This design comes from an exercise in tuning for small area and a short achievable clock period on the open sky130 flow, not from production work.
At most, simulation tests tie the RTL to the original design; equivalence was not proved.
The RTL of run 8 was laid out without a check of its function.
Power and IR drop assume default switching activity.

--- flow/design.v ---
module uart_tx (
    input  wire        rst,
    input  wire        clk,
    input  wire [7:0]  data,
    input  wire [24:0] b,
    input  wire        z,
    input  wire        valid,
    input  wire [1:0]  stop_bits,
    input  wire        parity_en,
    input  wire        parity_type,  
    output reg         ready,
    output reg         tx
);
localparam [1:0] START = 2'd0, DATA = 2'd1, PARITY = 2'd2, STOP = 2'd3;
reg [1:0]  state;
reg [7:0]  shift_reg;
reg        parity_bit;
reg [2:0]  cnt;          
reg        valid_prev;
reg        busy;         
reg [24:0] d;
reg        neg;
wire last = busy & neg & ~z;    
reg       tick;
reg [2:0] cmax;
always @(*) begin
    tick = 1'b1;
    cmax = 3'd0;
    if (state == STOP) begin
        case ({parity_en, stop_bits})
            3'b100:         begin tick = 1'b1;                      cmax = 3'd0; end
            3'b101, 3'b000: begin tick = (cnt == 3'd1);             cmax = 3'd1; end
            3'b110:         begin tick = (cnt != 3'd1);             cmax = 3'd2; end
            3'b001:         begin tick = (cnt == 3'd2);             cmax = 3'd2; end
            default:        begin tick = (cnt == 3'd1) | (cnt == 3'd4); cmax = 3'd4; end
        endcase
    end
end
wire        reload = ~busy | last;
wire [24:0] d_next;
wire        neg_next;
uart_acc acc (
    .d(d), .load(reload), .b(b), .sub1(~reload & tick), .sub2(reload),
    .q(d_next), .neg(neg_next)
);
wire start = ~busy & valid & ~valid_prev;
always @(posedge clk or posedge rst) begin
    if (rst) begin
        tx         <= 1'b1;
        ready      <= 1'b1;
        busy       <= 1'b0;
        valid_prev <= 1'b0;
    end else begin
        valid_prev <= valid;
        if (!busy) begin
            tx <= 1'b1;
            if (start) begin
                ready <= 1'b0;
                busy  <= 1'b1;
            end
        end else begin
            case (state)
                START:   tx <= 1'b0;
                DATA:    tx <= shift_reg[0];
                PARITY:  tx <= parity_bit;
                default: tx <= 1'b1;
            endcase
            if (last && state == STOP) begin
                ready <= 1'b1;
                busy  <= 1'b0;
            end
        end
    end
end
always @(posedge clk) begin
    d   <= d_next;
    neg <= neg_next;
    if (!busy) state <= START;
    else if (last) begin
        case (state)
            START:   state <= DATA;
            DATA:    if (cnt == 3'd7) state <= parity_en ? PARITY : STOP;
            PARITY:  state <= STOP;
            default: ;
        endcase
    end
    if (!busy) begin
        cnt <= 3'd0;
        if (start) begin
            shift_reg  <= data;
            parity_bit <= parity_type;
        end
    end else if (last) begin
        if (state == DATA) begin
            shift_reg  <= {1'b0, shift_reg[7:1]};
            parity_bit <= parity_bit ^ shift_reg[0];
            cnt        <= cnt + 3'd1;
        end
    end else if (state == STOP) begin
        cnt <= (cnt == cmax) ? 3'd0 : cnt + 3'd1;
    end
end
endmodule
module uart_rx (
    input  wire        rst,
    input  wire        clk,
    input  wire        rx,
    input  wire [24:0] b,
    input  wire        z,
    input  wire        valid,
    input  wire [1:0]  stop_bits,
    input  wire        parity_en,
    input  wire        parity_type,
    output reg         parity_valid,
    output reg         ready,
    output reg  [7:0]  rx_data
);
localparam [2:0] IDLE = 3'd0, START = 3'd1, DATA = 3'd2, PARITY = 3'd3, STOP = 3'd4;
reg [2:0]  state;
reg [2:0]  cnt;
reg        parity_bit;
reg        parity_calc;
reg        rx_prev;
reg [24:0] d;
reg        neg;
reg       tick;
reg [2:0] cmax;
always @(*) begin
    tick = 1'b1;
    cmax = 3'd0;
    if (state == STOP) begin
        case (stop_bits)
            2'd1:    begin tick = (cnt == 3'd1); cmax = 3'd1; end
            2'd2:    begin tick = (cnt != 3'd1); cmax = 3'd2; end
            default: begin tick = 1'b1;          cmax = 3'd0; end
        endcase
    end
end
wire in_start = (state == START);
wire idle     = (state == IDLE);
wire [25:0] bw;
assign bw[0] = 1'b0;
genvar i;
generate
    for (i = 0; i < 25; i = i + 1) begin : g_lt
        assign bw[i+1] = (d[i] & b[i]) | (d[i] & bw[i]) | (b[i] & bw[i]);
    end
endgenerate
wire last = (neg | (in_start & bw[25])) & ~z & ~idle;
wire reload = idle | last;
wire [24:0] d_next;
wire        neg_next;
uart_acc acc (
    .d(d), .load(reload), .b(b),
    .sub1(~reload & ~in_start & tick), .sub2(reload | in_start),
    .q(d_next), .neg(neg_next)
);
always @(posedge clk or posedge rst) begin
    if (rst) begin
        state       <= IDLE;
        rx_data     <= 8'd0;
        ready       <= 1'b1;
        parity_bit  <= 1'b0;
        parity_calc <= 1'b0;
        rx_prev     <= 1'b1;
    end else begin
        rx_prev <= rx;
        case (state)
            IDLE: begin
                ready   <= 1'b1;
                rx_data <= 8'd0;
                if (valid && rx_prev && !rx) begin
                    state       <= START;
                    parity_calc <= 1'b0;
                    ready       <= 1'b0;
                end
            end
            START: if (last) state <= (valid && !rx) ? DATA : IDLE;
            DATA: if (last) begin
                if (valid) begin
                    rx_data[cnt] <= rx;
                    parity_calc  <= parity_calc ^ rx;
                end
                if (cnt == 3'd7) state <= parity_en ? PARITY : STOP;
            end
            PARITY: if (last) begin
                if (valid) parity_bit <= rx;
                state <= STOP;
            end
            default: if (last) begin
                state <= IDLE;
                ready <= 1'b1;
            end
        endcase
    end
end
always @(posedge clk) begin
    parity_valid <= ~parity_en | (parity_calc ^ parity_bit ^ ~parity_type);
    d   <= d_next;
    neg <= neg_next;
    if (idle || in_start) cnt <= 3'd0;
    else if (state == DATA) begin
        if (last) cnt <= cnt + 3'd1;
    end else if (state == STOP) begin
        if (!last) cnt <= (cnt == cmax) ? 3'd0 : cnt + 3'd1;
    end
end
endmodule
module uart_top (
    input  wire        clk,
    input  wire        rst,
    input  wire [31:0] baudrate,
    input  wire [1:0]  stop_bits,
    input  wire        parity_en,
    input  wire        parity_type,
    input  wire [7:0]  tx_data,
    input  wire        tx_valid,
    output wire        tx_ready,
    output wire        tx,
    input  wire        rx,
    input  wire        rx_valid,
    output wire        rx_ready,
    output wire [7:0]  rx_data,
    output wire        rx_parity_valid
);
reg [24:0] b;        
reg        b_hi;     
reg [1:0]  sb;
reg        pe;
always @(posedge clk) begin
    b    <= baudrate[24:0];
    b_hi <= |baudrate[31:25];
    sb   <= stop_bits;
    pe   <= parity_en;
end
wire z = b_hi | (b > 25'd25000000);
uart_tx u_tx (
    .rst(rst), .clk(clk), .data(tx_data), .b(b), .z(z), .valid(tx_valid),
    .stop_bits(sb), .parity_en(pe), .parity_type(parity_type),
    .ready(tx_ready), .tx(tx)
);
uart_rx u_rx (
    .rst(rst), .clk(clk), .rx(rx), .b(b), .z(z), .valid(rx_valid),
    .stop_bits(sb), .parity_en(pe), .parity_type(parity_type),
    .parity_valid(rx_parity_valid), .ready(rx_ready), .rx_data(rx_data)
);
endmodule
module uart_acc (
    input  wire [24:0] d,
    input  wire        load,
    input  wire [24:0] b,
    input  wire        sub1,
    input  wire        sub2,
    output wire [24:0] q,
    output wire        neg
);
localparam [24:0] E0 = 25'd8554431;    
wire [26:0] x = {2'b11, load ? E0 : d};
wire [26:0] y = (sub1 ? {2'b00, b} : 27'd0) | (sub2 ? {1'b0, b, 1'b0} : 27'd0);
wire [27:0] c;
assign c[0] = 1'b0;
genvar i;
generate
    for (i = 0; i < 27; i = i + 1) begin : g
        assign c[i+1] = (x[i] & y[i]) | (x[i] & c[i]) | (y[i] & c[i]);
    end
endgenerate
wire [26:0] s = x ^ y ^ c[26:0];
assign q   = s[24:0];
assign neg = ~s[26];
endmodule
--- flow/flow/run.sh ---
#!/bin/bash
# The standard layout (standard.sh: the standard flow's synthesis and ORFS flow), with the
# port buffers that placement inserts on every input and output made
# sky130_fd_sc_hd__buf_1 instead of the default buffer cell.
set -euo pipefail
export BUFFER_PORTS_ARGS="-buffer_cell sky130_fd_sc_hd__buf_1"
bash standard.sh > standard.log 2>&1
--- flow/standard.sh ---
#!/bin/bash
# synth_recipe.tcl (not shown) runs the flow's synth.tcl, then flattens the netlist and writes it again
# the make line also repeats each setting of config.mk as NAME=value (left out here)
make -C /OpenROAD-flow-scripts/flow DESIGN_CONFIG=/design/flow/config.mk WORK_HOME=/design/flow/orfs CLKGATE_MAP_FILE= SYNTH_SCRIPT=/design/flow/synth_recipe.tcl "${@:-finish}"
--- flow/config.mk ---
export PLATFORM = sky130hd
export DESIGN_NAME = uart_top
export DESIGN_NICKNAME = uart_top
export VERILOG_FILES = /design/flow/design.v
export SDC_FILE = /design/flow/constraint.sdc
export NUM_CORES = 4
export LEC_CHECK = 0
export CAP_MARGIN = 20
export CORE_MARGIN = 2
export CORE_UTILIZATION = 60
export CTS_BUF_LIST = sky130_fd_sc_hd__clkbuf_4
export CTS_CLUSTER_DIAMETER = 100
export CTS_CLUSTER_SIZE = 30
export PLACE_DENSITY = 0.7
export SLEW_MARGIN = 20
--- flow/constraint.sdc ---
create_clock -name core_clock -period 120.0 [get_ports {clk}]
set_input_delay 24.0000 -clock core_clock [delete_from_list [all_inputs] [get_ports {clk}]]
set_output_delay 24.0000 -clock core_clock [all_outputs]
set_load 0.01 [all_outputs]
==> impl_metrics.ini, run 1 <==
[worst_setup_path]
worstPathCellList = buf_1
arrival_ns = 1.23
start_kind = register
critPathKind = register to output pin
crit_fanout = 2
critPathTopFamily = flip-flops
cp.buffers_inverters = 1
slowest_delay_ns = 0.55
worst_setup_path_end_kind = output pin
crit_slowest_cell = dfstp_2
worstPathRequired_ns = 96.00

[floorplan]
core_mm2 = 0.01137
dieArea_mm2 = 0.01249
start_util_pct = 61.30
fp-row-count = 39
die_w_um = 111.8
io_pins = 61
die_y_um = 111.8

[clock_network]
clk_pin_slew_ns = 0.10
clkSinkCount = 118
cts_buffer_depth = 2
cts_inserted_buffers = 17
cts.htree.levels = 4
post_cts_buffers = 0
cts_tree = done
post_cts_resized = 0
ctsHoldBuffers = 0
clockRootBuffer = clkbuf_4
clk_latency_ns = 0.54

[routing]
antenna_left = 0
routedWlPerCell_um = 17.83
routed_via_density = 6.137
drc = 0
drt_iter0_markers = 428
finalWirelength_um = 16400
num_vias = 5646
drt_first_pass_iters = 6

[placement]
hpwlAfterDp_um = 11160
finalWeightedCongestion = 0.8962
dp_cells = 887
port_buffers = 60
placed_cell_area_mm2 = 0.007223

[logic_synthesis]
ys_seq_elements = 118
synth_seq_area_share_pct = 36.62
syn_area_mm2 = 0.006969
avgSynthCellArea_um2 = 9.599
synthCells = 726
synth_edf_count = 9
postSynth.asyncResetShare_pct = 16.10
ys_types = 75
synth_warnings = 3
ys_dominant_reg_cell = dfxtp_1

[pwr]
powerDensity_mw_per_mm2 = 23.87
p_leak_nw = 3.215
peakVddDrop_uv = 20.03

[sta]
slew_viol_final = 0
min_period_ns = 25.23
fin_skew_ns = 0.01964
finalSetupViolations = 0
maxSlewHeadroom_pct = 42.98
hold_viol_final = 0
fin_tns_setup_ns = 0
fmaxAchievable_mhz = 39.63
tightest_slew_ns = 0.8553
rsz0062_at_grt = no
fin_crit_sh_pct = 21.03

[flow_run]
max_cap_violations = 0

[cells_and_area]
seq_area_mm2 = 0.002552
final_util_pct = 66.56
fin_nets = 881
reg_top3 = b x25, u_rx.d x25, u_tx.d x25
layout-drive-gt1-share_pct = 8.763
fin_area_mm2 = 0.007567
num-fill-cells = 942
stdcell_count = 920
multi_input_area_mm2 = 0.003933
area_delta_synth_final_pct = 8.582

[status]
status = finished clean

[grt]
grt_start_max_net_pins = 29
grt-ovfl-total = 0
grt_pass1_wl_um = 27300
grtUsageTotal_pct = 27.21
grt_pass1_vias = 5433
antenna_found_initial = 1

[min_path]
hold_path_class = register to register
final cells by class:
class / instances / area share [%]
Multi-Input combinational cell: 486 / 51.97
Sequential cell: 118 / 33.73
Timing Repair Buffer: 69 / 3.869
Inverter: 71 / 3.522
Clock inverter: 14 / 2.728
Tap cell: 143 / 2.364
Clock buffer: 18 / 1.786
Antenna cell: 1 / 0.03307
cells in the final DEF, fill, tap and decap left out, drive strengths merged, types with 5 or more instances in the layout:
cell,instances
inv,72
or3,30
o41ai,12
xnor2,6
fa,48
dfrtp,15
a211oi,10
a22o,14
a22oi,17
nand2,58
ha,21
nor2b,8
clkinv,6
and3,13
and2,5
edfxtp,9
a41oi,11
o211ai,8
o21ai,18
a21oi,47
a2111oi,6
o22ai,17
clkbuf,18
nor3,33
dfxtp,90
a21o,7
buf,69
a211o,6
bufinv,5
nand3,12
mux2,9
nor2,17
synth_stat cells, types with 5 or more instances:
master     number  area (um2)
o211ai_1        7       52.55
nand2_1        58       217.7
ha_1           21       262.8
a2111oi_0       5       43.79
xnor2_1         6       52.55
clkbuf_1       38       142.6
dfrtp_1        15       375.4
buf_2           9       45.04
o21ai_0        16       80.08
dfxtp_1        90        1802
and3_1         13       81.33
a22o_1         14       122.6
edfxtp_1        9       270.3
nand3_1        12       60.06
a211o_1         6       52.55
nor2_1         16       60.06
nor3_1         33       165.2
and2_1          5       31.28
a41oi_1        11       96.34
o41ai_1        12       105.1
fa_1           48       960.9
mux2_2          8       90.09
nor2b_1         8       50.05
a22oi_1        17       127.6
a21oi_1        46       230.2
or3_1          30       187.7
a211oi_1        9       67.56
a21o_1          7       52.55
o22ai_1        17       106.4
inv_1          71       266.5
kinds of logic after synthesis:
logic type	count (synthesis)	share of synthesized area [%]
buffers and inverters	122	7.020
flip-flops	118	36.62
AND/OR/NAND/NOR	198	14.79
multiplexers	13	2.083
adder cells (fa/ha/maj)	70	17.70
AO/OA/AOI/OAI	198	20.90
XOR/XNOR	7	0.8797
routing by layer:
layer	GRT usage, %	part of all wire [%]
met5	0	0
met4	8.889	1.8
met3	6.206	6.4
met2	43.84	48
met1	36.64	44
worst reg2reg max path: cells and delay by family, from the launching register on:
kind / cells / cell delay, ns
adders and majority gates: 24 / 9.63
and+or+nand+nor: 2 / 1.05
AOI/OAI and AO/OA: 4 / 0.87
DFF: 1 / 0.43
buffers and inverters: 2 / 0.42
path summary, 6_finish.rpt:
kind                                    endpoint        startpoint  slack, ns  cells after the start
worst min-delay path            u_rx.parity_calc  u_rx.parity_calc       0.51                      1
max in group asynchronous        u_tx.valid_prev               rst      96.01                      2
worst max register to register        u_rx.d[24]             b[10]     107.51                     32
min in group asynchronous              u_tx.busy               rst      23.53                      2
worst max-delay path                    rx_ready        u_rx.ready      94.77                      1
worst min register to register  u_rx.parity_calc  u_rx.parity_calc       0.51                      1
metrics by stage:
stage	setup slack [ns]	total power [mW]	hold slack, ns
2_1_floorplan	95.17	0.1265	0.4662
4_1_cts	94.73	0.1810	0.5160
5_1_grt	94.71	0.1986	0.5256
3_3_place_gp	94.85	0.1407	0.4856
6_report	94.77	0.1806	0.5112
3_5_place_dp	94.80	0.1453	0.5018
power by group:
group | leakage, nW | switching (mW) | total, mW | internal, mW
logic | 1.96 | 0.0452 | 0.0812 | 0.0360
registers | 1.08 | 0.0113 | 0.0648 | 0.0535
clock network | 0.180 | 0.0159 | 0.0346 | 0.0187
total | 3.22 | 0.0724 | 0.181 | 0.108
==> run 2: changes to the inputs <==
--- a/flow/config.mk
+++ b/flow/config.mk
@@ -9,7 +9,7 @@
 export CORE_MARGIN = 2
-export CORE_UTILIZATION = 60
-export CTS_BUF_LIST = sky130_fd_sc_hd__clkbuf_4
+export CORE_UTILIZATION = 40
+export CTS_BUF_LIST = sky130_fd_sc_hd__clkbuf_4 sky130_fd_sc_hd__clkbuf_8
 export CTS_CLUSTER_DIAMETER = 100
 export CTS_CLUSTER_SIZE = 30
-export PLACE_DENSITY = 0.7
+export PLACE_DENSITY = 0.6
 export SLEW_MARGIN = 20
==> impl_metrics.ini, run 2 <==
[status]
status = finished clean

[worst_setup_path]
crit_fanout = 2
slowest_delay_ns = 0.55
worst_setup_path_end_kind = output pin
worstPathCellList = buf_1
start_kind = register
critPathTopFamily = flip-flops
critPathKind = register to output pin
arrival_ns = 1.16
cp.buffers_inverters = 1
crit_slowest_cell = dfstp_2
worstPathRequired_ns = 96.00

[sta]
maxSlewHeadroom_pct = 40.76
fin_crit_sh_pct = 20.97
setup_slack_ns = 94.84
finalSetupViolations = 0
tightest_slew_ns = 0.8886
hold_viol_final = 0
fmaxAchievable_mhz = 39.74
min_period_ns = 25.16
rsz0062_at_grt = no
slew_viol_final = 0
fin_skew_ns = 0.01138
fin_tns_setup_ns = 0

[logic_synthesis]
yosys.cell_count.top_type = dfxtp_1
ys_types = 75
postSynth.asyncResetShare_pct = 16.10
post-synth-top-area-fraction_pct = 25.85
syn_area_mm2 = 0.006969
yosys-top-cells-area = dfxtp_1 26%, fa_1 14%, dfrtp_1 5.4%
synth_warnings = 3
synth_edf_count = 9
avgSynthCellArea_um2 = 9.599
synth_seq_area_share_pct = 36.62
ys_seq_elements = 118
ys_dominant_reg_cell = dfxtp_1
netlist.top_cell.by_area = dfxtp_1
synthCells = 726
synth_commonest_cells = 90 x dfxtp_1, 71 x inv_1, 58 x nand2_1, 48 x fa_1, 46 x a21oi_1

[cells_and_area]
final_util_pct = 45.29
antenna_cells = 0
fin_area_mm2 = 0.007779
mostFrequentLayoutCell = dfxtp_1
area_delta_synth_final_pct = 11.62
fin_nets = 883
final_cell_mix = 90 x dfxtp_1, 71 x inv_1, 60 x buf_1
reg_top3 = b x25, u_rx.d x25, u_tx.d x25
layout-drive-gt1-share_pct = 8.997

[clock_network]
clkSinkCount = 118
cts_inserted_buffers = 17
clk_pin_slew_ns = 0.08
clk_latency_ns = 0.45
post_cts_resized = 0
clockRootBuffer = clkbuf_8
cts_buffer_depth = 2
post_cts_buffers = 0
ctsHoldBuffers = 0
cts_tree = done
cts.htree.levels = 4

[min_path]
hold_path_class = register to register

[floorplan]
dieArea_mm2 = 0.01849
fp-row-count = 48
die_y_um = 136.0
die_w_um = 136.0
io_pins = 61
core_mm2 = 0.01718
start_util_pct = 40.57

[grt]
grt_start_max_net_pins = 29
grt-ovfl-total = 0
grtUsageTotal_pct = 19.90
grt_pass1_vias = 5853
grt_pass1_wl_um = 28940
antenna_found_initial = 0

[routing]
num_vias = 5706
drt_iter0_markers = 493
routed_via_density = 5.689
finalWirelength_um = 17400
routedWlPerCell_um = 17.34
drt_first_pass_iters = 5
drc = 0
antenna_left = 0

[placement]
port_buffers = 60
hpwlAfterDp_um = 12140
place_ws_ns = 94.82
finalWeightedCongestion = 0.8619
placed_cell_area_mm2 = 0.007341

[pwr]
peakVddDrop_uv = 8.900
powerDensity_mw_per_mm2 = 24.03
p_leak_nw = 3.254

[flow_run]
max_cap_violations = 0
run 2: area by class of cell:
| class | instances | area (um2) |
|---|---|---|
| Multi-Input combinational cell | 486 | 3933 |
| Clock inverter | 15 | 203.9 |
| Inverter | 71 | 266.5 |
| Fill cell | 1665 | 9398 |
| Timing Repair Buffer | 71 | 307.8 |
| Tap cell | 225 | 281.5 |
| Clock buffer | 17 | 234.0 |
| Sequential cell | 118 | 2552 |
run 2: kinds of logic (layout without fill, tap and decap cells):
| logic type | after synthesis | count (layout) | synth area share [%] |
|---|---|---|---|
| AO/OA/AOI/OAI | 198 | 198 | 20.90 |
| buffers and inverters | 122 | 174 | 7.020 |
| adder cells (fa/ha/maj) | 70 | 70 | 17.70 |
| XOR/XNOR | 7 | 7 | 0.8797 |
| multiplexers | 13 | 13 | 2.083 |
| AND/OR/NAND/NOR | 198 | 198 | 14.79 |
| flip-flops | 118 | 118 | 36.62 |
run 2: metrics by stage:
step	instances	power [mW]	hold slack [ns]
final	1003	0.1869	0.5121
after CTS	1003	0.1878	0.5136
after floorplan	726	0.1265	0.4662
after detailed placement	971	0.1469	0.5021
after global placement	971	0.1408	0.4964
after global routing	1003	0.2051	0.5353
run 2: path summary, 6_finish.rpt:
path / start / to / slack (ns) / cells past startpoint
worst max-delay path: u_rx.ready / rx_ready / 94.84 / 1
worst min-delay path: u_tx.ready / u_tx.ready / 0.51 / 1
worst max register to register: b[10] / u_rx.d[24] / 107.43 / 32
worst min register to register: u_tx.ready / u_tx.ready / 0.51 / 1
max in group asynchronous: rst / u_rx.rx_data[1] / 95.85 / 2
min in group asynchronous: rst / u_tx.valid_prev / 23.66 / 2
run 2: routing by layer:
layer	vias up	GRT usage, %	part of all wire, %
li1	2683	-	-
met1	2778	25.27	44
met2	220	33.05	48
met3	25	4.549	5.8
met4	0	7.581	1.8
met5	-	0	0
run 2: power breakdown:
group	internal (mW)	switching, mW	leakage, nW	total [mW]
combinational	0.0359	0.0456	1.97	0.0815
sequential	0.0536	0.0114	1.08	0.0650
clock	0.0227	0.0177	0.210	0.0404
total	0.112	0.0748	3.25	0.187
==> run 3: changes to the inputs <==
==> flow/run.sh (new file) <==
#!/bin/bash
# synth_recipe.tcl (not shown) runs the flow's synth.tcl, then flattens the netlist and writes it again
# the make line also repeats each setting of config.mk as NAME=value (left out here)
make -C /OpenROAD-flow-scripts/flow DESIGN_CONFIG=/design/flow/config.mk WORK_HOME=/design/flow/orfs CLKGATE_MAP_FILE= SYNTH_SCRIPT=/design/flow/synth_recipe.tcl finish
--- a/flow/config.mk
+++ b/flow/config.mk
@@ -10,3 +10,3 @@
 export CORE_UTILIZATION = 40
-export CTS_BUF_LIST = sky130_fd_sc_hd__clkbuf_4 sky130_fd_sc_hd__clkbuf_8
+export CTS_BUF_LIST = sky130_fd_sc_hd__clkbuf_4
 export CTS_CLUSTER_DIAMETER = 100
removed: flow/flow/run.sh
removed: flow/standard.sh
==> impl_metrics.ini, run 3 <==
[logic_synthesis]
netlist.top_cell.by_area = dfxtp_1
postSynth.asyncResetShare_pct = 16.10
ys_types = 75
yosys.cell_count.top_type = dfxtp_1
avgSynthCellArea_um2 = 9.599
syn_area_mm2 = 0.006969
synth_seq_area_share_pct = 36.62
synth_warnings = 3
synthCells = 726
ys_seq_elements = 118
post-synth-top-area-fraction_pct = 25.85
yosys-top-cells-area = dfxtp_1 26%, fa_1 14%, dfrtp_1 5.4%
synth_edf_count = 9
ys_dominant_reg_cell = dfxtp_1
synth_commonest_cells = 90 x dfxtp_1, 71 x inv_1, 58 x nand2_1, 48 x fa_1, 46 x a21oi_1

[cells_and_area]
reg_top3 = b x25, u_rx.d x25, u_tx.d x25
stdcell_count = 1002
mostFrequentLayoutCell = dfxtp_1
layout-drive-gt1-share_pct = 8.376
final_util_pct = 46.35
fin_area_mm2 = 0.007961
area_delta_synth_final_pct = 14.24
fin_nets = 881
final_cell_mix = 90 x dfxtp_1, 71 x inv_1, 60 x clkdlybuf4s50_1

[clock_network]
clkSinkCount = 118
ctsHoldBuffers = 0
clk_pin_slew_ns = 0.10
cts_tree = done
cts_buffer_depth = 2
cts_inserted_buffers = 17
post_cts_resized = 0
post_cts_buffers = 0
clockRootBuffer = clkbuf_4
clk_latency_ns = 0.55
cts.htree.levels = 4

[worst_setup_path]
slowest_delay_ns = 0.56
critPathKind = register to output pin
arrival_ns = 1.65
crit_fanout = 2
start_kind = register
critPathTopFamily = flip-flops
worstPathRequired_ns = 96.00
cp.buffers_inverters = 1
worstPathCellList = clkdlybuf4s50_1
crit_slowest_cell = dfstp_2
worst_setup_path_end_kind = output pin

[grt]
grt-ovfl-total = 0
grt_pass1_vias = 5610
grt_pass1_wl_um = 28150
met1_usage_pct = 26.02
use_met2_pct = 31.87
busiest_layer = met2
grt_start_max_net_pins = 29
grtUsageTotal_pct = 19.52
antenna_found_initial = 1
gr-usage-met3_pct = 4.027

[sta]
fmaxAchievable_mhz = 38.99
setup_slack_ns = 94.35
whs_ns = 0.5213
finalSetupViolations = 0
rsz0062_at_grt = no
maxSlewHeadroom_pct = 43.77
hold_viol_final = 0
fin_skew_ns = 0.01509
tightest_slew_ns = 0.8434
fin_tns_setup_ns = 0
fin_crit_sh_pct = 21.37
min_period_ns = 25.65
slew_viol_final = 0

[pwr]
finalPower_mw = 0.1747
sw_frac_of_total_pct = 40.92
power.switching_mw = 0.07150
powerDensity_mw_per_mm2 = 21.95
clkPwrFrac_pct = 15.7
p_leak_nw = 3.336
p_int_mw = 0.1032
combPwrFrac_pct = 47.5
seqPwrFrac_pct = 36.9
peakVddDrop_uv = 9.439

[floorplan]
die_w_um = 136.0
die_y_um = 136.0
fp-row-count = 48
io_pins = 61
core_mm2 = 0.01718
dieArea_mm2 = 0.01849
start_util_pct = 40.57

[routing]
drt_iter0_markers = 322
num_vias = 5608
drc = 0
antenna_left = 0
drt_first_pass_iters = 6
routed_via_density = 5.597
routedWlPerCell_um = 16.98
finalWirelength_um = 17020

[placement]
place_ws_ns = 94.40
finalWeightedCongestion = 0.8440
hpwlAfterDp_um = 12200
dp_cells = 969
placed_cell_area_mm2 = 0.007701
port_buffers = 60

[status]
status = finished clean

[flow_run]
max_cap_violations = 0

[min_path]
hold_path_class = register to register
==> run 3: layer usage <==
| layer | part of all wire [%] | up-vias | routed length [um] |
|---|---|---|---|
| met1 | 45 | 2750 | 7740 |
| met4 | 1.5 | 0 | 251 |
| li1 | - | 2679 | - |
| met2 | 48 | 155 | 8228 |
| met3 | 4.7 | 24 | 795 |
| met5 | 0 | - | 0 |
==> run 3: cell families after synthesis <==
group | count (synthesis) | synth area share, %
xor+xnor | 7 | 0.8797
compound gates | 198 | 20.90
fa+ha+maj | 70 | 17.70
simple gates | 198 | 14.79
buf+inv | 122 | 7.020
mux | 13 | 2.083
flops | 118 | 36.62
==> run 3: power groups by stage <==
stage	sequential (mW)	combinational, mW	clock [mW]
finish	0.0644	0.0829	0.0274
global route	0.0662	0.0981	0.0298
CTS	0.0643	0.0838	0.0282
detailed placement	0.0650	0.0831	0
global placement	0.0647	0.0778	0
floorplan	0.0600	0.0665	0
==> run 3: layout make-up <==
cell class                 count  area [um2]
clock inverter                13       115.1
sequential                   118        2552
timing repair buffer          69       668.1
antenna                        1       2.502
clock buffer                  19       142.6
multi-input combinational    486        3933
inverter                      71       266.5
fill                        1672        9215
tap                          225       281.5
==> run 3: path summary, 6_finish.rpt <==
kind / startpoint / to / slack (ns) / depth (start not counted)
setup / recovery: u_rx.ready / rx_ready / 94.35 / 1
hold / removal: u_rx.parity_calc / u_rx.parity_calc / 0.52 / 1
setup reg to reg: b[10] / u_rx.d[24] / 107.56 / 32
hold reg to reg: u_rx.parity_calc / u_rx.parity_calc / 0.52 / 1
max in group asynchronous: rst / u_rx.state[1] / 95.61 / 2
min in group asynchronous: rst / u_tx.valid_prev / 23.89 / 2
==> run 4: changes to the inputs <==
--- a/flow/config.mk
+++ b/flow/config.mk
@@ -10,5 +10,2 @@
 export CORE_UTILIZATION = 40
-export CTS_BUF_LIST = sky130_fd_sc_hd__clkbuf_4
-export CTS_CLUSTER_DIAMETER = 100
-export CTS_CLUSTER_SIZE = 30
 export PLACE_DENSITY = 0.6
==> impl_metrics.ini, run 4 <==
[worst_setup_path]
crit_fanout = 2
cp.buffers_inverters = 1
rr_endpoint = u_rx.d[24]
slowest_delay_ns = 0.55
arrival_ns = 1.50
worst_setup_path_end_kind = output pin
rr_startpoint = b[10]
crit_cells = 1
crit_start = u_rx.ready
reg2reg_depth = 32
worstPathCellList = clkdlybuf4s50_1
crit_slowest_cell = clkdlybuf4s50_1
critPathKind = register to output pin
reg2reg_slack_ns = 107.54
worstPathRequired_ns = 96.00
critPathTopFamily = buffers and inverters
cp-endpoint = rx_ready
start_kind = register

[logic_synthesis]
post-synth-top-area-fraction_pct = 25.85
postSynth.asyncResetShare_pct = 16.10
avgSynthCellArea_um2 = 9.599
yosys-top-cells-area = dfxtp_1 26%, fa_1 14%, dfrtp_1 5.4%
yosys.cell_count.top_type = dfxtp_1
synth_commonest_cells = 90 x dfxtp_1, 71 x inv_1, 58 x nand2_1, 48 x fa_1, 46 x a21oi_1
synth_warnings = 3
ys_types = 75
synth_seq_area_share_pct = 36.62
synth_edf_count = 9
ys_dominant_reg_cell = dfxtp_1
syn_area_mm2 = 0.006969
netlist.top_cell.by_area = dfxtp_1
ys_seq_elements = 118
synthCells = 726

[clock_network]
cts.htree.levels = 4
clockRootBuffer = clkbuf_16
post_cts_resized = 0
clkSinkCount = 118
ctsHoldBuffers = 0
clk_latency_ns = 0.41
clk_pin_slew_ns = 0.05
cts_tree = done
cts_buffer_depth = 2
post_cts_buffers = 0
cts_inserted_buffers = 17

[pwr]
peakVddDrop_uv = 11.26
power.switching_mw = 0.07453
clkPwrFrac_pct = 25.4
p_int_mw = 0.1237
sw_frac_of_total_pct = 37.60
p_leak_nw = 3.483
combPwrFrac_pct = 42.0
seqPwrFrac_pct = 32.6
powerDensity_mw_per_mm2 = 23.91

[grt]
grt-ovfl-total = 0
antenna_found_initial = 0
grt_start_max_net_pins = 29
grtUsageTotal_pct = 19.66
grt_pass1_vias = 5645
grt_pass1_wl_um = 28430

[cells_and_area]
multi_input_area_mm2 = 0.003933
final_util_pct = 48.26
layout-drive-gt1-share_pct = 8.634
final_cell_mix = 90 x dfxtp_1, 71 x inv_1, 60 x clkdlybuf4s50_1
area_delta_synth_final_pct = 18.94
mostFrequentLayoutCell = dfxtp_1
num-fill-cells = 1632
fin_nets = 881
seq_area_mm2 = 0.002552
reg_top3 = b x25, u_rx.d x25, u_tx.d x25
antenna_cells = 0

[sta]
tightest_slew_ns = 0.8506
fmaxAchievable_mhz = 39.22
slew_viol_final = 0
fin_tns_setup_ns = 0
maxSlewHeadroom_pct = 43.29
fin_crit_sh_pct = 21.25
rsz0062_at_grt = no
hold_viol_final = 0
finalSetupViolations = 0
min_period_ns = 25.50
fin_skew_ns = 0.007988

[status]
status = finished clean

[routing]
drt_first_pass_iters = 5
routed_via_density = 5.587
drt_iter0_markers = 308
routedWlPerCell_um = 17.07
num_vias = 5593
antenna_left = 0
drc = 0
finalWirelength_um = 17090

[floorplan]
io_pins = 61
start_util_pct = 40.57
dieArea_mm2 = 0.01849
die_y_um = 136.0
fp-row-count = 48
core_mm2 = 0.01718
die_w_um = 136.0

[placement]
port_buffers = 60
hpwlAfterDp_um = 12200
finalWeightedCongestion = 0.8440

[flow_run]
max_cap_violations = 0

[min_path]
hold_path_class = register to register
==> run 4: layout make-up <==
class	instances	area share [%]
clock inverter	9	1.208
clock buffer	23	5.887
inverter	71	3.215
tap	225	3.396
timing repair buffer	69	8.060
multi-input combinational	486	47.44
sequential	118	30.79
==> run 4: power groups by stage <==
stage                     sequential [mW]  combinational (mW)  clock, mW
after floorplan                    0.0600              0.0665          0
after global placement             0.0647              0.0778          0
after detailed placement           0.0650              0.0831          0
after CTS                          0.0645              0.0839     0.0511
after global routing               0.0663              0.0981     0.0529
final                              0.0646              0.0832     0.0504
==> run 4: through the flow <==
stage / cell area [um2] / cells / setup slack [ns] / hold slack (ns) / total power [mW]
after floorplan: 6969 / 726 / 95.17 / 0.4662 / 0.1265
after global placement: 7701 / 969 / 94.48 / 0.4965 / 0.1425
after detailed placement: 7701 / 969 / 94.40 / 0.4950 / 0.1481
after CTS: 8289 / 1001 / 94.49 / 0.5066 / 0.1995
after global routing: 8289 / 1001 / 94.46 / 0.5309 / 0.2174
final: 8289 / 1001 / 94.50 / 0.5126 / 0.1982
==> run 4: worst min-delay path by stage <==
stage	to	slack, ns	cells past startpoint	startpoint
floorplan	u_rx.parity_calc	0.47	1	u_rx.parity_calc
global placement	u_rx.parity_calc	0.50	1	u_rx.parity_calc
detailed placement	u_rx.parity_calc	0.49	1	u_rx.parity_calc
CTS	u_rx.parity_calc	0.51	1	u_rx.parity_calc
global route	u_tx.ready	0.53	1	u_tx.ready
finish	u_rx.parity_calc	0.51	1	u_rx.parity_calc
==> run 4: cells by family (layout without fill, tap and decap cells) <==
group,count (synthesis),count (layout),synth area share (%)
adders and majority gates,70,70,17.70
and+or+nand+nor,198,198,14.79
AOI/OAI and AO/OA,198,198,20.90
DFF,118,118,36.62
muxes,13,13,2.083
buffers and inverters,122,172,7.020
xor gates and xnor gates,7,7,0.8797
==> run 4: layer usage <==
metal  track usage (%)  wire length (um)  vias up
li1                  -                 -     2682
met1             26.17              7802     2747
met2             32.21              8265      142
met3             4.362               761       22
met4             5.671               255        0
met5                 0                 0        -
==> run 5: changes to the inputs <==
--- a/flow/config.mk
+++ b/flow/config.mk
@@ -10,2 +10,5 @@
 export CORE_UTILIZATION = 40
+export CTS_BUF_LIST = sky130_fd_sc_hd__clkbuf_8
+export CTS_CLUSTER_DIAMETER = 200
+export CTS_CLUSTER_SIZE = 50
 export PLACE_DENSITY = 0.6
==> impl_metrics.ini, run 5 <==
[status]
status = finished clean

[logic_synthesis]
yosys.cell_count.top_type = dfxtp_1
netlist.top_cell.by_area = dfxtp_1
yosys-top-cells-area = dfxtp_1 26%, fa_1 14%, dfrtp_1 5.4%
post-synth-top-area-fraction_pct = 25.85
ys_seq_elements = 118
avgSynthCellArea_um2 = 9.599
synthCells = 726
synth_warnings = 3
ys_types = 75
synth_commonest_cells = 90 x dfxtp_1, 71 x inv_1, 58 x nand2_1, 48 x fa_1, 46 x a21oi_1
postSynth.asyncResetShare_pct = 16.10
synth_seq_area_share_pct = 36.62
syn_area_mm2 = 0.006969
synth_edf_count = 9
ys_dominant_reg_cell = dfxtp_1

[floorplan]
core_mm2 = 0.01718
dieArea_mm2 = 0.01849
fp-row-count = 48
start_util_pct = 40.57
die_y_um = 136.0
io_pins = 61
die_w_um = 136.0

[routing]
finalWirelength_um = 17020
drt_first_pass_iters = 5
drt_iter0_markers = 339
routedWlPerCell_um = 17.01
num_vias = 5583
antenna_left = 0
routed_via_density = 5.577
drc = 0

[pwr]
powerDensity_mw_per_mm2 = 22.74
p_leak_nw = 3.404
peakVddDrop_uv = 9.483
finalPower_mw = 0.1842
sw_frac_of_total_pct = 39.52
power.switching_mw = 0.07279
combPwrFrac_pct = 45.2
clkPwrFrac_pct = 19.8
p_int_mw = 0.1114
seqPwrFrac_pct = 35.0

[worst_setup_path]
worstPathCellList = clkdlybuf4s50_1
critPathTopFamily = flip-flops
start_kind = register
worstPathRequired_ns = 96.00
worst_setup_path_end_kind = output pin
crit_fanout = 2
rr_endpoint = u_rx.d[24]
arrival_ns = 1.54
critPathKind = register to output pin
crit_slowest_cell = dfstp_2
reg2reg_depth = 32
slowest_delay_ns = 0.55
reg2reg_slack_ns = 107.53
cp.buffers_inverters = 1
rr_startpoint = b[10]

[cells_and_area]
final_cell_mix = 90 x dfxtp_1, 73 x inv_1, 60 x clkdlybuf4s50_1
mostFrequentLayoutCell = dfxtp_1
layout-drive-gt1-share_pct = 8.634
area_delta_synth_final_pct = 16.19
seq_area_mm2 = 0.002552
num-fill-cells = 1647
fin_nets = 881
stdcell_count = 1001
fin_area_mm2 = 0.008098
reg_top3 = b x25, u_rx.d x25, u_tx.d x25
antenna_cells = 0
multi_input_area_mm2 = 0.003933

[placement]
finalWeightedCongestion = 0.8440
hpwlAfterDp_um = 12200
port_buffers = 60
place_ws_ns = 94.40
dp_cells = 969
placed_cell_area_mm2 = 0.007701

[clock_network]
clk_latency_ns = 0.45
clkSinkCount = 118
cts_inserted_buffers = 17
post_cts_buffers = 0
clk_pin_slew_ns = 0.07
clockRootBuffer = clkbuf_8
ctsHoldBuffers = 0
cts.htree.levels = 4
cts_tree = done
post_cts_resized = 0
cts_buffer_depth = 2

[grt]
grt_pass1_vias = 5612
grt_start_max_net_pins = 29
grt-ovfl-total = 0
grt_pass1_wl_um = 28290
grtUsageTotal_pct = 19.60
antenna_found_initial = 0

[sta]
rsz0062_at_grt = no
setup_slack_ns = 94.46
finalSetupViolations = 0
maxSlewHeadroom_pct = 44.41
slew_viol_final = 0
tightest_slew_ns = 0.8338
fin_skew_ns = 0.01181
hold_viol_final = 0
fmaxAchievable_mhz = 39.16
fin_tns_setup_ns = 0
fin_crit_sh_pct = 21.28
min_period_ns = 25.54

[min_path]
hold_path_class = register to register
hold_end = u_rx.parity_calc
hp-start = u_rx.parity_calc
holdPathStages = 1

[flow_run]
max_cap_violations = 0
==> run 5: cell counts after synthesis <==
No cell type changed its count.
==> run 5: kinds of logic after synthesis <==
| logic type | Yosys count | synth area share, % |
|---|---|---|
| muxes | 13 | 2.083 |
| buffers and inverters | 122 | 7.020 |
| AOI/OAI and AO/OA | 198 | 20.90 |
| xor gates and xnor gates | 7 | 0.8797 |
| DFF | 118 | 36.62 |
| adders and majority gates | 70 | 17.70 |
| and+or+nand+nor | 198 | 14.79 |
==> run 5: layout make-up <==
type | instances | share of cell area [%]
multi-input cells | 486 | 48.56
flip-flops and latches | 118 | 31.52
repair buffers | 69 | 8.251
clock buffers | 21 | 3.569
well taps | 225 | 3.477
inverters | 71 | 3.291
clock inverters | 11 | 1.329
==> run 5: worst reg2reg max path: cells and delay by family, from the launching register on <==
family	cells	cell delay (ns)
adders and majority gates	24	9.67
and+or+nand+nor	2	1.03
AOI/OAI and AO/OA	4	0.86
DFF	1	0.40
buffers and inverters	2	0.39
==> run 5: stage by stage <==
step	hold WS, ns	utilization, %
floorplan	0.4662	-
global placement	0.4965	44.84
detailed placement	0.4950	44.84
CTS	0.5088	47.14
global route	0.5343	47.14
finish	0.5138	47.14
==> run 5: power by group through the flow <==
stage	registers, mW	logic, mW	clock network, mW
4_1_cts	0.0643	0.0839	0.0372
5_1_grt	0.0662	0.0981	0.0390
3_5_place_dp	0.0650	0.0831	0
3_3_place_gp	0.0647	0.0778	0
2_1_floorplan	0.0600	0.0665	0
6_report	0.0645	0.0832	0.0365
==> run 5: metal layers <==
| metal | up-vias | routed length (um) | GRT usage [%] |
|---|---|---|---|
| met1 | 2754 | 7792 | 26.22 |
| met2 | 129 | 8201 | 31.82 |
| met3 | 23 | 751 | 4.139 |
| li1 | 2677 | - | - |
| met5 | - | 0 | 0 |
| met4 | 0 | 279 | 6.250 |
==> run 5: worst max-delay path by stage <==
stage                           from         endpoint  slack, ns  cells after the start
after floorplan             rx_valid  u_rx.parity_bit      95.17                      3
after detailed placement    rx_valid  u_rx.rx_data[1]      94.40                      4
after global routing      u_rx.ready         rx_ready      94.41                      1
final                     u_rx.ready         rx_ready      94.46                      1
after CTS                 u_rx.ready         rx_ready      94.44                      1
after global placement      rx_valid  u_rx.parity_bit      94.48                      4
==> run 6: changes to the inputs <==
--- a/flow/config.mk
+++ b/flow/config.mk
@@ -10,5 +10,5 @@
 export CORE_UTILIZATION = 40
-export CTS_BUF_LIST = sky130_fd_sc_hd__clkbuf_8
-export CTS_CLUSTER_DIAMETER = 200
-export CTS_CLUSTER_SIZE = 50
+export CTS_BUF_LIST = sky130_fd_sc_hd__clkbuf_16
+export CTS_CLUSTER_DIAMETER = 500
+export CTS_CLUSTER_SIZE = 100
 export PLACE_DENSITY = 0.6
==> impl_metrics.ini, run 6 <==
[sta]
maxSlewHeadroom_pct = 43.41
slew_viol_final = 0
fin_crit_sh_pct = 21.25
hold_viol_final = 0
fmaxAchievable_mhz = 39.21
min_period_ns = 25.50
tightest_slew_ns = 0.8488
rsz0062_at_grt = no
fin_skew_ns = 0.007849
fin_tns_setup_ns = 0
finalSetupViolations = 0

[clock_network]
clockRootBuffer = clkbuf_16
cts_inserted_buffers = 17
ctsHoldBuffers = 0
post_cts_buffers = 0
cts_buffer_depth = 2
cts_tree = done
cts.htree.levels = 4
post_cts_resized = 0
clk_latency_ns = 0.41
clk_pin_slew_ns = 0.05
clkSinkCount = 118

[logic_synthesis]
synth_commonest_cells = 90 x dfxtp_1, 71 x inv_1, 58 x nand2_1, 48 x fa_1, 46 x a21oi_1
yosys-top-cells-area = dfxtp_1 26%, fa_1 14%, dfrtp_1 5.4%
netlist.top_cell.by_area = dfxtp_1
post-synth-top-area-fraction_pct = 25.85
postSynth.asyncResetShare_pct = 16.10
syn_area_mm2 = 0.006969
synth_seq_area_share_pct = 36.62
yosys.cell_count.top_type = dfxtp_1
synth_edf_count = 9
avgSynthCellArea_um2 = 9.599
ys_dominant_reg_cell = dfxtp_1
synthCells = 726
ys_types = 75
ys_seq_elements = 118
synth_warnings = 3

[routing]
dr.max_layer_used = met4
met1_length_um = 7884
routed_via_density = 5.578
route.met3.wl_um = 742
antenna_left = 0
num_vias = 5584
finalWirelength_um = 17110
drt_iter0_markers = 331
routedWlPerCell_um = 17.09
drc = 0
wl_met2_um = 8264
drt_first_pass_iters = 5

[worst_setup_path]
arrival_ns = 1.50
worst_setup_path_end_kind = output pin
critPathTopFamily = buffers and inverters
cp.buffers_inverters = 1
crit_fanout = 2
crit_cells = 1
start_kind = register
worstPathCellList = clkdlybuf4s50_1
crit_slowest_cell = clkdlybuf4s50_1
critPathKind = register to output pin
reg2reg_depth = 32
worstPathRequired_ns = 96.00
slowest_delay_ns = 0.55

[pwr]
p_leak_nw = 3.469
combPwrFrac_pct = 42.6
clkPwrFrac_pct = 24.4
power.switching_mw = 0.07445
seqPwrFrac_pct = 33.1
powerDensity_mw_per_mm2 = 23.69
peakVddDrop_uv = 11.39
sw_frac_of_total_pct = 38.10
p_int_mw = 0.1210

[floorplan]
start_util_pct = 40.57
die_w_um = 136.0
die_y_um = 136.0
dieArea_mm2 = 0.01849
io_pins = 61
fp-row-count = 48
core_mm2 = 0.01718

[grt]
grtUsageTotal_pct = 19.66
grt_start_max_net_pins = 29
grt_pass1_vias = 5650
grt_pass1_wl_um = 28400
antenna_found_initial = 0
grt-ovfl-total = 0

[min_path]
holdPathStages = 1
hold_path_class = register to register

[cells_and_area]
fin_nets = 881
mostFrequentLayoutCell = dfxtp_1
layout-drive-gt1-share_pct = 8.119
area_delta_synth_final_pct = 18.37
antenna_cells = 0
fin_area_mm2 = 0.008249
reg_top3 = b x25, u_rx.d x25, u_tx.d x25
final_cell_mix = 90 x dfxtp_1, 73 x inv_1, 60 x clkdlybuf4s50_1

[placement]
hpwlAfterDp_um = 12200
finalWeightedCongestion = 0.8440
port_buffers = 60
placed_cell_area_mm2 = 0.007701

[flow_run]
max_cap_violations = 0

[status]
status = finished clean
[run 6: per-layer routing]
metal,vias up,global-route usage (%)
met5,-,0
met4,0,5.671
met3,18,4.474
met2,128,32.15
met1,2755,26.15
li1,2683,-
[run 6: worst paths after layout]
kind | to | slack, ns | from
min | u_rx.parity_calc | 0.51 | u_rx.parity_calc
max reg2reg | u_rx.d[24] | 107.53 | b[10]
max in group asynchronous | u_rx.state[1] | 95.47 | rst
min reg2reg | u_rx.parity_calc | 0.51 | u_rx.parity_calc
max | rx_ready | 94.50 | u_rx.ready
min in group asynchronous | u_tx.valid_prev | 24.03 | rst
[run 6: logic make-up (layout without fill, tap and decap cells)]
logic type | after synthesis | after routing | share of synthesized area, %
AND/OR/NAND/NOR | 198 | 198 | 14.79
multiplexers | 13 | 13 | 2.083
flip-flops | 118 | 118 | 36.62
AO/OA/AOI/OAI | 198 | 198 | 20.90
adder cells (fa/ha/maj) | 70 | 70 | 17.70
buffers and inverters | 122 | 172 | 7.020
XOR/XNOR | 7 | 7 | 0.8797
[run 6: final cells by class]
type                       count  area (um2)
inverter                      71       266.5
clock inverter                15       122.6
fill                        1643        8927
clock buffer                  17       425.4
multi-input combinational    486        3933
timing repair buffer          69       668.1
sequential                   118        2552
tap                          225       281.5
[run 6: power by group through the flow]
stage,registers (mW),logic (mW),clock network [mW]
floorplan,0.0600,0.0665,0
global placement,0.0647,0.0778,0
detailed placement,0.0650,0.0831,0
CTS,0.0644,0.0839,0.0483
global route,0.0663,0.0981,0.0501
finish,0.0646,0.0832,0.0476
[run 6: through the flow]
step / hold slack, ns / setup slack [ns] / std cells / total power, mW / util, %
after CTS: 0.5066 / 94.49 / 1001 / 0.1966 / 48.03
after global routing: 0.5309 / 94.45 / 1001 / 0.2146 / 48.03
after floorplan: 0.4662 / 95.17 / 726 / 0.1265 / -
after global placement: 0.4965 / 94.48 / 969 / 0.1425 / 44.84
after detailed placement: 0.4950 / 94.40 / 969 / 0.1481 / 44.84
final: 0.5126 / 94.50 / 1001 / 0.1954 / 48.03
==> run 7: changes to the inputs <==
==> flow/flow/run.sh (new file) <==
#!/bin/bash
# The standard layout (standard.sh: the standard flow's synthesis and ORFS flow) with two
# changes: the port buffers that placement inserts on every input and output
# are sky130_fd_sc_hd__buf_1 instead of the default buffer cell, and the
# buffers ABC inserted during synthesis are removed at floorplan (ORFS's
# REMOVE_ABC_BUFFERS), leaving repair_design to buffer what needs it.
set -euo pipefail
export BUFFER_PORTS_ARGS="-buffer_cell sky130_fd_sc_hd__buf_1"
export REMOVE_ABC_BUFFERS=1
bash standard.sh > standard.log 2>&1
==> flow/standard.sh (new file) <==
#!/bin/bash
# synth_recipe.tcl (not shown) runs the flow's synth.tcl, then flattens the netlist and writes it again
# the make line also repeats each setting of config.mk as NAME=value (left out here)
make -C /OpenROAD-flow-scripts/flow DESIGN_CONFIG=/design/flow/config.mk WORK_HOME=/design/flow/orfs CLKGATE_MAP_FILE= SYNTH_SCRIPT=/design/flow/synth_recipe.tcl "${@:-finish}"
--- a/flow/config.mk
+++ b/flow/config.mk
@@ -10,5 +10,5 @@
 export CORE_UTILIZATION = 40
-export CTS_BUF_LIST = sky130_fd_sc_hd__clkbuf_16
-export CTS_CLUSTER_DIAMETER = 500
-export CTS_CLUSTER_SIZE = 100
+export CTS_BUF_LIST = sky130_fd_sc_hd__clkbuf_4 sky130_fd_sc_hd__clkbuf_8
+export CTS_CLUSTER_DIAMETER = 100
+export CTS_CLUSTER_SIZE = 30
 export PLACE_DENSITY = 0.6
removed: flow/run.sh
==> impl_metrics.ini, run 7 <==
[logic_synthesis]
syn_area_mm2 = 0.006969
avgSynthCellArea_um2 = 9.599
netlist.top_cell.by_area = dfxtp_1
ys_dominant_reg_cell = dfxtp_1
post-synth-top-area-fraction_pct = 25.85
yosys-top-cells-area = dfxtp_1 26%, fa_1 14%, dfrtp_1 5.4%
ys_seq_elements = 118
synth_warnings = 3
postSynth.asyncResetShare_pct = 16.10
synth_commonest_cells = 90 x dfxtp_1, 71 x inv_1, 58 x nand2_1, 48 x fa_1, 46 x a21oi_1
synthCells = 726
synth_seq_area_share_pct = 36.62
ys_types = 75
synth_edf_count = 9
yosys.cell_count.top_type = dfxtp_1

[min_path]
hold_path_class = register to register
hp-start = u_rx.parity_calc
holdPathStages = 1
hold_end = u_rx.parity_calc

[clock_network]
clk_pin_slew_ns = 0.07
clockRootBuffer = clkbuf_8
cts_buffer_depth = 2
ctsHoldBuffers = 0
post_cts_buffers = 0
cts_inserted_buffers = 17
cts_tree = done
clkSinkCount = 118
clk_latency_ns = 0.47
cts.htree.levels = 4
post_cts_resized = 0

[grt]
grt_pass1_wl_um = 28900
antenna_found_initial = 0
grt-ovfl-total = 0
grtUsageTotal_pct = 20.12
grt_start_max_net_pins = 29
grt_pass1_vias = 5618

[worst_setup_path]
slowest_delay_ns = 0.54
crit_slowest_cell = dfstp_2
reg2reg_slack_ns = 107.27
critPathKind = register to output pin
critPathTopFamily = flip-flops
rr_endpoint = u_rx.d[24]
worstPathRequired_ns = 96.00
reg2reg_depth = 34
cp.buffers_inverters = 1
rr_startpoint = u_rx.state[1]
worst_setup_path_end_kind = output pin
worstPathCellList = buf_1
arrival_ns = 1.15
crit_fanout = 2
start_kind = register

[floorplan]
io_pins = 61
die_w_um = 136.0
fp-row-count = 48
die_y_um = 136.0
start_util_pct = 40.57
dieArea_mm2 = 0.01849
core_mm2 = 0.01718

[placement]
hpwlAfterDp_um = 11820
placed_cell_area_mm2 = 0.007345
port_buffers = 60
place_ws_ns = 94.82
finalWeightedCongestion = 0.8158

[cells_and_area]
layout-drive-gt1-share_pct = 9.126
reg_top3 = b x25, u_rx.d x25, u_tx.d x25
area_delta_synth_final_pct = 11.80
antenna_cells = 0
fin_nets = 883
final_util_pct = 45.36
mostFrequentLayoutCell = dfxtp_1
final_cell_mix = 90 x dfxtp_1, 71 x inv_1, 60 x buf_1
fin_area_mm2 = 0.007791

[sta]
maxSlewHeadroom_pct = 42.64
fin_tns_setup_ns = 0
setup_slack_ns = 94.85
hold_viol_final = 0
fmaxAchievable_mhz = 39.76
slew_viol_final = 0
rsz0062_at_grt = no
finalSetupViolations = 0
tightest_slew_ns = 0.8604
min_period_ns = 25.15
fin_crit_sh_pct = 20.96
fin_skew_ns = 0.01573

[routing]
finalWirelength_um = 17360
drt_iter0_markers = 427
drc = 0
drt_first_pass_iters = 6
routed_via_density = 5.593
antenna_left = 0
num_vias = 5610
routedWlPerCell_um = 17.31

[flow_run]
max_cap_violations = 0

[pwr]
peakVddDrop_uv = 8.920
powerDensity_mw_per_mm2 = 24.15
p_leak_nw = 3.259

[status]
status = finished clean
==> run 7: cell type report <==
type	count	area, um2
clock buffers	18	247.7
clock inverters	14	198.9
fillers	1684	9385
inverters	71	266.5
multi-input cells	486	3936
flip-flops and latches	118	2552
well taps	225	281.5
repair buffers	71	307.8
==> run 7: worst max-delay path by stage <==
stage                from              end  slack [ns]  cells after the start
2_1_floorplan    rx_valid  u_rx.parity_bit       95.16                      3
3_3_place_gp     rx_valid  u_rx.parity_bit       94.85                      4
3_5_place_dp     rx_valid  u_rx.parity_bit       94.82                      4
4_1_cts        u_rx.ready         rx_ready       94.82                      1
5_1_grt        u_tx.ready         tx_ready       94.79                      1
6_report       u_rx.ready         rx_ready       94.85                      1
==> run 7: logic make-up after synthesis <==
family	after synthesis	synth area share, %
buf+inv	122	7.020
xor+xnor	7	0.8797
fa+ha+maj	70	17.70
flops	118	36.62
simple gates	198	14.79
compound gates	198	20.90
mux	13	2.083
==> run 7: per-stage QoR <==
step                      cells  hold slack [ns]  power, mW
after detailed placement    971           0.4973     0.1469
after global routing       1003           0.5305     0.2075
after CTS                  1003           0.5069     0.1890
final                      1003           0.5108     0.1882
after floorplan             675           0.4662     0.1247
after global placement      971           0.4926     0.1416
==> run 7: per-layer routing <==
layer / up-vias / global-route usage, % / wire (um)
met5: - / 0 / 0
met2: 175 / 32.77 / 8397
met1: 2725 / 26.07 / 7717
met4: 0 / 6.597 / 260
met3: 25 / 5.332 / 981
li1: 2685 / - / -
==> run 7: where the power goes <==
group          internal, mW  switching [mW]  total [mW]  leakage (nW)
clock                0.0233          0.0178      0.0411         0.213
sequential           0.0536          0.0110      0.0646          1.08
combinational        0.0363          0.0462      0.0825          1.97
total                 0.113          0.0750       0.188          3.26
==> run 8: changes to the inputs <==
--- a/flow/design.v
+++ b/flow/design.v
@@ -9,3 +9,3 @@
     input  wire        parity_en,
-    input  wire        parity_type,  
+    input  wire        parity_type,
     output reg         ready,
@@ -19,6 +19,5 @@
 reg        valid_prev;
-reg        busy;         
 reg [24:0] d;
 reg        neg;
-wire last = busy & neg & ~z;    
+wire last = ~ready & neg & ~z;    
 reg       tick;
@@ -38,3 +37,3 @@
 end
-wire        reload = ~busy | last;
+wire        reload = ready | last;
 wire [24:0] d_next;
@@ -45,8 +44,8 @@
 );
-wire start = ~busy & valid & ~valid_prev;
+wire start = ready & valid & ~valid_prev;
 always @(posedge clk or posedge rst) begin
     if (rst) begin
+        state      <= START;
         tx         <= 1'b1;
         ready      <= 1'b1;
-        busy       <= 1'b0;
         valid_prev <= 1'b0;
@@ -54,3 +53,3 @@
         valid_prev <= valid;
-        if (!busy) begin
+        if (ready) begin
             tx <= 1'b1;
@@ -58,3 +57,3 @@
                 ready <= 1'b0;
-                busy  <= 1'b1;
+                state <= START;
             end
@@ -67,5 +66,9 @@
             endcase
-            if (last && state == STOP) begin
-                ready <= 1'b1;
-                busy  <= 1'b0;
+            if (last) begin
+                case (state)
+                    START:   state <= DATA;
+                    DATA:    if (cnt == 3'd7) state <= parity_en ? PARITY : STOP;
+                    PARITY:  state <= STOP;
+                    default: ready <= 1'b1;
+                endcase
             end
@@ -77,12 +80,3 @@
     neg <= neg_next;
-    if (!busy) state <= START;
-    else if (last) begin
-        case (state)
-            START:   state <= DATA;
-            DATA:    if (cnt == 3'd7) state <= parity_en ? PARITY : STOP;
-            PARITY:  state <= STOP;
-            default: ;
-        endcase
-    end
-    if (!busy) begin
+    if (ready) begin
         cnt <= 3'd0;
@@ -228,3 +222,3 @@
 reg [1:0]  sb;
-reg        pe;
+reg        pe, pt;
 always @(posedge clk) begin
@@ -234,2 +228,3 @@
     pe   <= parity_en;
+    pt   <= parity_type;
 end
@@ -238,3 +233,3 @@
     .rst(rst), .clk(clk), .data(tx_data), .b(b), .z(z), .valid(tx_valid),
-    .stop_bits(sb), .parity_en(pe), .parity_type(parity_type),
+    .stop_bits(sb), .parity_en(pe), .parity_type(pt),
     .ready(tx_ready), .tx(tx)
@@ -243,3 +238,3 @@
     .rst(rst), .clk(clk), .rx(rx), .b(b), .z(z), .valid(rx_valid),
-    .stop_bits(sb), .parity_en(pe), .parity_type(parity_type),
+    .stop_bits(sb), .parity_en(pe), .parity_type(pt),
     .parity_valid(rx_parity_valid), .ready(rx_ready), .rx_data(rx_data)
==> flow/run.sh (new file) <==
#!/bin/bash
# synth_recipe.tcl (not shown) runs the flow's synth.tcl, then flattens the netlist and writes it again
# the make line also repeats each setting of config.mk as NAME=value (left out here)
make -C /OpenROAD-flow-scripts/flow DESIGN_CONFIG=/design/flow/config.mk WORK_HOME=/design/flow/orfs CLKGATE_MAP_FILE= SYNTH_SCRIPT=/design/flow/synth_recipe.tcl finish
--- a/flow/config.mk
+++ b/flow/config.mk
@@ -10,5 +10,2 @@
 export CORE_UTILIZATION = 40
-export CTS_BUF_LIST = sky130_fd_sc_hd__clkbuf_4 sky130_fd_sc_hd__clkbuf_8
-export CTS_CLUSTER_DIAMETER = 100
-export CTS_CLUSTER_SIZE = 30
 export PLACE_DENSITY = 0.6
removed: flow/flow/run.sh
removed: flow/standard.sh
==> impl_metrics.ini, run 8 <==
[pwr]
clkPwrFrac_pct = 26.0
sw_frac_of_total_pct = 37.67
powerDensity_mw_per_mm2 = 25.39
p_int_mw = 0.1272
seqPwrFrac_pct = 31.0
peakVddDrop_uv = 12.04
p_leak_nw = 3.473
power.switching_mw = 0.07689
combPwrFrac_pct = 43.0

[logic_synthesis]
ys_dominant_reg_cell = dfxtp_1
synth_warnings = 3
syn_area_mm2 = 0.006725
yosys-top-cells-area = dfxtp_1 26%, fa_1 14%, dfrtp_1 6.0%
ys_types = 76
synth_commonest_cells = 89 x dfxtp_1, 63 x nand2_1, 61 x inv_1, 52 x a21oi_1, 48 x fa_1
avgSynthCellArea_um2 = 9.539
synthCells = 705
netlist.top_cell.by_area = dfxtp_1
postSynth.asyncResetShare_pct = 16.95
synth_edf_count = 9
yosys.cell_count.top_type = dfxtp_1
ys_seq_elements = 118
post-synth-top-area-fraction_pct = 26.49
synth_seq_area_share_pct = 38.03

[worst_setup_path]
worst_setup_path_end_kind = output pin
arrival_ns = 2.10
start_kind = register
crit_slowest_cell = dfstp_2
cp.buffers_inverters = 1
worstPathRequired_ns = 96.00
critPathTopFamily = flip-flops
slowest_delay_ns = 1.01
worstPathCellList = clkdlybuf4s50_1
critPathKind = register to output pin
crit_fanout = 37

[routing]
finalWirelength_um = 15560
drc = 0
drt_iter0_markers = 323
routed_via_density = 5.349
num_vias = 5253
drt_first_pass_iters = 4
antenna_left = 0
routedWlPerCell_um = 15.84

[sta]
finalSetupViolations = 0
tightest_slew_ns = 0.8552
fmaxAchievable_mhz = 38.31
hold_viol_final = 0
fin_crit_sh_pct = 21.75
rsz0062_at_grt = no
min_period_ns = 26.10
fin_tns_setup_ns = 0
slew_viol_final = 0
fin_skew_ns = 0.007454
maxSlewHeadroom_pct = 41.35
whs_ns = 0.5105

[placement]
dp_cells = 950
port_buffers = 60
hpwlAfterDp_um = 10890
finalWeightedCongestion = 0.8203

[grt]
grt_pass1_wl_um = 26830
grt_pass1_vias = 5413
antenna_found_initial = 0
grt-ovfl-total = 0
grt_start_max_net_pins = 38
grtUsageTotal_pct = 18.73

[cells_and_area]
reg_top3 = b x25, u_rx.d x25, u_tx.d x25
mostFrequentLayoutCell = dfxtp_1
layout-drive-gt1-share_pct = 7.743
antenna_cells = 0
fin_nets = 868
num-fill-cells = 1553
final_cell_mix = 89 x dfxtp_1, 63 x nand2_1, 61 x inv_1
stdcell_count = 982
multi_input_area_mm2 = 0.003726
area_delta_synth_final_pct = 19.53
seq_area_mm2 = 0.002557

[clock_network]
clockRootBuffer = clkbuf_16
clk_pin_slew_ns = 0.05
cts_tree = done
cts.htree.levels = 4
ctsHoldBuffers = 0
post_cts_resized = 0
cts_inserted_buffers = 17
clk_latency_ns = 0.42
cts_buffer_depth = 2
clkSinkCount = 118
post_cts_buffers = 0

[floorplan]
core_mm2 = 0.01652
die_w_um = 133.7
dieArea_mm2 = 0.01787
die_y_um = 133.7
start_util_pct = 40.70
io_pins = 61
fp-row-count = 47

[min_path]
hold_path_class = register to register

[status]
status = finished clean

[flow_run]
max_cap_violations = 0
run 8: cell count changes in the layout (fill, tap and decap cells not counted), sizes merged, moves of 13 or more:
cell,previous run,this run
buf,71,5
o21ai,18,32
nor3,33,7
or3,30,17
nor2,17,47
clkdlybuf4s50,0,60
and3,13,40
run 8: per-stage QoR:
stage          setup WS, ns  util [%]  area [um2]  power (mW)
2_1_floorplan         95.01         -        6725      0.1283
3_3_place_gp          94.36     44.89        7418      0.1444
3_5_place_dp          94.33     44.89        7418      0.1515
4_1_cts               93.88     48.60        8031      0.2051
5_1_grt               93.80     48.65        8039      0.2246
6_report              93.90     48.65        8039      0.2041
run 8: final cells by class:
class,count,share of cell area [%]
repair buffers,65,7.938
clock inverters,7,1.447
multi-input cells,486,46.35
inverters,61,2.848
clock buffers,25,6.179
well taps,220,3.424
flip-flops and latches,118,31.81
run 8: power groups by stage:
stage	clock [mW]	sequential (mW)	combinational [mW]
global route	0.0559	0.0648	0.104
floorplan	0	0.0602	0.0681
detailed placement	0	0.0637	0.0878
CTS	0.0538	0.0631	0.0883
global placement	0	0.0632	0.0812
finish	0.0530	0.0633	0.0877
run 8: logic make-up (layout without fill, tap and decap cells):
family / Yosys count / count (layout) / share of synthesized area, %
buf+inv: 101 / 158 / 6.679
fa+ha+maj: 71 / 71 / 18.53
flops: 118 / 118 / 38.03
compound gates: 151 / 151 / 15.18
xor+xnor: 8 / 8 / 1.042
mux: 15 / 15 / 2.456
simple gates: 241 / 241 / 18.08
run 8: metal layers:
| layer | vias to the layer above | GRT usage, % | routed length (um) |
|---|---|---|---|
| li1 | 2521 | - | - |
| met3 | 21 | 4.148 | 657 |
| met5 | - | 0 | 0 |
| met4 | 0 | 6.738 | 218 |
| met2 | 122 | 29.84 | 7352 |
| met1 | 2589 | 25.16 | 7326 |
run 8: path summary, 6_finish.rpt:
check | to | slack, ns | cells after the start | start
min in group asynchronous | u_rx.rx_data[2] | 24.04 | 2 | rst
hold reg to reg | u_rx.parity_bit | 0.51 | 1 | u_rx.parity_bit
max in group asynchronous | u_tx.state[0] | 95.46 | 2 | rst
hold / removal | u_rx.parity_bit | 0.51 | 1 | u_rx.parity_bit
setup reg to reg | u_rx.d[24] | 107.50 | 33 | b[13]
setup / recovery | tx_ready | 93.90 | 1 | u_tx.ready

## separate check: timing with driven ports
Ports are ideal in the flow. The routed layouts listed here were re-timed in OpenROAD.
Step 1 assumes that a clkbuf_16 drives the clock port and a buf_2 every other input.
Step 2, shift: input delay + t, output delay - t, t = (earliest + latest rising clock arrival at the registers) / 2. This alone moves slack from input paths to output paths.
a / b / c = ideal / step 1 / step 2; a / b = the first two.
run	t (ns)	slack for setup (ns)	latest minus earliest clock arrival (ns)
run 1	0.571	94.766 / 94.728 / 94.786	0.020 / 0.020
run 2	0.483	94.837 / 94.796 / 94.807	0.012 / 0.012
run 3	0.577	94.354 / 94.315 / 94.424	0.015 / 0.015
run 4	0.454	94.500 / 94.454 / 94.408	0.008 / 0.008
run 5	0.481	94.464 / 94.422 / 94.419	0.012 / 0.012
run 6	0.457	94.499 / 94.453 / 94.404	0.008 / 0.008
run 7	0.496	94.847 / 94.808 / 94.768	0.015 / 0.015
run 8	0.461	93.900 / 93.856 / 94.300	0.007 / 0.007
After both steps setup and hold are still met in every run listed. The setup slack of run 6, which loses most, moves by -0.046 ns with the drivers and by -0.095 ns with both steps.
